From an optimization exercise on the open Yosys and OpenROAD flow, aimed at small area and a short achievable clock period; shortcuts taken in it are not production practice.
Power is estimated from default activity; no workload was simulated.

## run 1
==> flow/design.v <==
module alu(clk,a,b,s,out,rst);
	input [31:0] a,b;
	input [2:0] s;
	input clk,rst;
	output reg [31:0] out;
	wire sub  = ~s[2] & ~s[1] & s[0];    
	wire yinv = ~s[1] & s[0];            
	wire yone = s[2] & ~s[1] & s[0];     
	wire [31:0] y = yone ? 32'hffffffff : (b ^ {32{yinv}});
	wire [31:0] g = a & y;
	wire [31:0] p = (a ^ (b & ~{32{yone}})) ^ {32{yinv}};
	wire G0c;
	wire g1_1;
	wire g1_3;
	wire p1_3;
	wire g1_5;
	wire p1_5;
	wire g1_7;
	wire p1_7;
	wire g1_9;
	wire p1_9;
	wire g1_11;
	wire p1_11;
	wire g1_13;
	wire p1_13;
	wire g1_15;
	wire p1_15;
	wire g1_17;
	wire p1_17;
	wire g1_19;
	wire p1_19;
	wire g1_21;
	wire p1_21;
	wire g1_23;
	wire p1_23;
	wire g1_25;
	wire p1_25;
	wire g1_27;
	wire p1_27;
	wire g1_29;
	wire p1_29;
	wire g1_31;
	wire p1_31;
	wire g2_3;
	wire g2_7;
	wire p2_7;
	wire g2_11;
	wire p2_11;
	wire g2_15;
	wire p2_15;
	wire g2_19;
	wire p2_19;
	wire g2_23;
	wire p2_23;
	wire g2_27;
	wire p2_27;
	wire g2_31;
	wire p2_31;
	wire g3_7;
	wire g3_15;
	wire p3_15;
	wire g3_23;
	wire p3_23;
	wire g3_31;
	wire p3_31;
	wire g4_15;
	wire g4_31;
	wire p4_31;
	wire g5_31;
	wire g6_23;
	wire g7_11;
	wire g7_19;
	wire g7_27;
	wire g8_5;
	wire g8_9;
	wire g8_13;
	wire g8_17;
	wire g8_21;
	wire g8_25;
	wire g8_29;
	wire g9_2;
	wire g9_4;
	wire g9_6;
	wire g9_8;
	wire g9_10;
	wire g9_12;
	wire g9_14;
	wire g9_16;
	wire g9_18;
	wire g9_20;
	wire g9_22;
	wire g9_24;
	wire g9_26;
	wire g9_28;
	wire g9_30;
	assign G0c = g[0] | (p[0] & sub);
	assign g1_1 = g[1] | (p[1] & G0c);
	assign g1_3 = g[3] | (p[3] & g[2]);
	assign p1_3 = p[3] & p[2];
	assign g1_5 = g[5] | (p[5] & g[4]);
	assign p1_5 = p[5] & p[4];
	assign g1_7 = g[7] | (p[7] & g[6]);
	assign p1_7 = p[7] & p[6];
	assign g1_9 = g[9] | (p[9] & g[8]);
	assign p1_9 = p[9] & p[8];
	assign g1_11 = g[11] | (p[11] & g[10]);
	assign p1_11 = p[11] & p[10];
	assign g1_13 = g[13] | (p[13] & g[12]);
	assign p1_13 = p[13] & p[12];
	assign g1_15 = g[15] | (p[15] & g[14]);
	assign p1_15 = p[15] & p[14];
	assign g1_17 = g[17] | (p[17] & g[16]);
	assign p1_17 = p[17] & p[16];
	assign g1_19 = g[19] | (p[19] & g[18]);
	assign p1_19 = p[19] & p[18];
	assign g1_21 = g[21] | (p[21] & g[20]);
	assign p1_21 = p[21] & p[20];
	assign g1_23 = g[23] | (p[23] & g[22]);
	assign p1_23 = p[23] & p[22];
	assign g1_25 = g[25] | (p[25] & g[24]);
	assign p1_25 = p[25] & p[24];
	assign g1_27 = g[27] | (p[27] & g[26]);
	assign p1_27 = p[27] & p[26];
	assign g1_29 = g[29] | (p[29] & g[28]);
	assign p1_29 = p[29] & p[28];
	assign g1_31 = g[31] | (p[31] & g[30]);
	assign p1_31 = p[31] & p[30];
	assign g2_3 = g1_3 | (p1_3 & g1_1);
	assign g2_7 = g1_7 | (p1_7 & g1_5);
	assign p2_7 = p1_7 & p1_5;
	assign g2_11 = g1_11 | (p1_11 & g1_9);
	assign p2_11 = p1_11 & p1_9;
	assign g2_15 = g1_15 | (p1_15 & g1_13);
	assign p2_15 = p1_15 & p1_13;
	assign g2_19 = g1_19 | (p1_19 & g1_17);
	assign p2_19 = p1_19 & p1_17;
	assign g2_23 = g1_23 | (p1_23 & g1_21);
	assign p2_23 = p1_23 & p1_21;
	assign g2_27 = g1_27 | (p1_27 & g1_25);
	assign p2_27 = p1_27 & p1_25;
	assign g2_31 = g1_31 | (p1_31 & g1_29);
	assign p2_31 = p1_31 & p1_29;
	assign g3_7 = g2_7 | (p2_7 & g2_3);
	assign g3_15 = g2_15 | (p2_15 & g2_11);
	assign p3_15 = p2_15 & p2_11;
	assign g3_23 = g2_23 | (p2_23 & g2_19);
	assign p3_23 = p2_23 & p2_19;
	assign g3_31 = g2_31 | (p2_31 & g2_27);
	assign p3_31 = p2_31 & p2_27;
	assign g4_15 = g3_15 | (p3_15 & g3_7);
	assign g4_31 = g3_31 | (p3_31 & g3_23);
	assign p4_31 = p3_31 & p3_23;
	assign g5_31 = g4_31 | (p4_31 & g4_15);
	assign g6_23 = g3_23 | (p3_23 & g4_15);
	assign g7_11 = g2_11 | (p2_11 & g3_7);
	assign g7_19 = g2_19 | (p2_19 & g4_15);
	assign g7_27 = g2_27 | (p2_27 & g6_23);
	assign g8_5 = g1_5 | (p1_5 & g2_3);
	assign g8_9 = g1_9 | (p1_9 & g3_7);
	assign g8_13 = g1_13 | (p1_13 & g7_11);
	assign g8_17 = g1_17 | (p1_17 & g4_15);
	assign g8_21 = g1_21 | (p1_21 & g7_19);
	assign g8_25 = g1_25 | (p1_25 & g6_23);
	assign g8_29 = g1_29 | (p1_29 & g7_27);
	assign g9_2 = g[2] | (p[2] & g1_1);
	assign g9_4 = g[4] | (p[4] & g2_3);
	assign g9_6 = g[6] | (p[6] & g8_5);
	assign g9_8 = g[8] | (p[8] & g3_7);
	assign g9_10 = g[10] | (p[10] & g8_9);
	assign g9_12 = g[12] | (p[12] & g7_11);
	assign g9_14 = g[14] | (p[14] & g8_13);
	assign g9_16 = g[16] | (p[16] & g4_15);
	assign g9_18 = g[18] | (p[18] & g8_17);
	assign g9_20 = g[20] | (p[20] & g7_19);
	assign g9_22 = g[22] | (p[22] & g8_21);
	assign g9_24 = g[24] | (p[24] & g6_23);
	assign g9_26 = g[26] | (p[26] & g8_25);
	assign g9_28 = g[28] | (p[28] & g7_27);
	assign g9_30 = g[30] | (p[30] & g8_29);
	wire [31:0] c;
	assign c[0] = sub;
	assign c[1] = G0c;
	assign c[2] = g1_1;
	assign c[3] = g9_2;
	assign c[4] = g2_3;
	assign c[5] = g9_4;
	assign c[6] = g8_5;
	assign c[7] = g9_6;
	assign c[8] = g3_7;
	assign c[9] = g9_8;
	assign c[10] = g8_9;
	assign c[11] = g9_10;
	assign c[12] = g7_11;
	assign c[13] = g9_12;
	assign c[14] = g8_13;
	assign c[15] = g9_14;
	assign c[16] = g4_15;
	assign c[17] = g9_16;
	assign c[18] = g8_17;
	assign c[19] = g9_18;
	assign c[20] = g7_19;
	assign c[21] = g9_20;
	assign c[22] = g8_21;
	assign c[23] = g9_22;
	assign c[24] = g6_23;
	assign c[25] = g9_24;
	assign c[26] = g8_25;
	assign c[27] = g9_26;
	assign c[28] = g7_27;
	assign c[29] = g9_28;
	assign c[30] = g8_29;
	assign c[31] = g9_30;
	wire sel_add;
	wire [31:0] sum = ({32{sel_add}} & p) ^ ({32{sel_add}} & c);
	wire left = s[0];
	wire [31:0] x;
	wire [31:0] t;
	genvar i;
	generate for (i = 0; i < 32; i = i + 1) begin : rv
		assign x[i] = left ? a[31-i] : a[i];
	end endgenerate
	assign t = x >> b[4:0];
	wire big = |b[31:5];
	wire run = ~rst;
	assign sel_add = run & ~s[2] & ~s[1];
	wire sel_g   = run & ~s[2] & s[1];              
	wire sel_p   = run & ((s[1] & s[0] & ~s[2]) | (s[2] & ~s[1]));   
	wire sel_shr = run & s[2] & s[1] & ~s[0] & ~big;
	wire sel_shl = run & s[2] & s[1] & s[0] & ~big;
	wire [31:0] r;
	generate for (i = 0; i < 32; i = i + 1) begin : om
		assign r[i] = sum[i] | (sel_g & g[i]) | (sel_p & p[i])
		            | (sel_shr & t[i]) | (sel_shl & t[31-i]);
	end endgenerate
	always @(posedge clk)
		out <= r;
endmodule
clock: 5.2 ns
lec_check: 0
abc_area: 1
cap_margin: 20
core_margin: 2
core_utilization: 40
slew_margin: 20
run.sh (not shown) runs the stock make flow with config.mk's settings and CLKGATE_MAP_FILE= SYNTH_SCRIPT=/design/flow/synth_recipe.tcl, a recipe that flattens the netlist after the stock synthesis.
For run 2, these inputs were changed with respect to run 1:
- SETUP_SLACK_MARGIN now 1.5, previously not set
### Flow results
- Run 2 ended with less sequential share of layout area than run 1.
- Changes observed in run 2 relative to run 1: total power moved up; final design area excluding fillers moved up; least setup slack across all paths after layout moved up; simple-gate share of the synthesized area level.
- Comparing the two runs side by side, run 2 comes out behind run 1 on routed wire length.
No run of this note included a check of the RTL's function; only the layout flow was run.

==> re-timing with driven ports <==
How much do the figures lean on ideal ports? The routed layouts below were timed once more, with nothing changed but the port constraints. Step 1: set_driving_cell puts a clkbuf_16 on clk and a buf_2 on each other input, an assumption about the parent block. Step 2 moves the port delays by t, midway between the first and last clock arrival at a register: inputs arrive t later, outputs are due t later. That takes back most of the time a late clock gives input paths. a / b / c = no drivers / after step 1 / after step 2; a / b = the first two.
run	shift t [ns]	setup slack, ns	worst hold slack (ns)	clock arrival spread, ns
run 1	0.316	1.186 / 1.198 / 0.882	1.665 / 1.650 / 1.784	0.014 / 0.014
run 2	0.317	1.656 / 1.669 / 1.352	1.419 / 1.408 / 1.725	0.011 / 0.012
After both steps setup and hold are still met in every run listed.
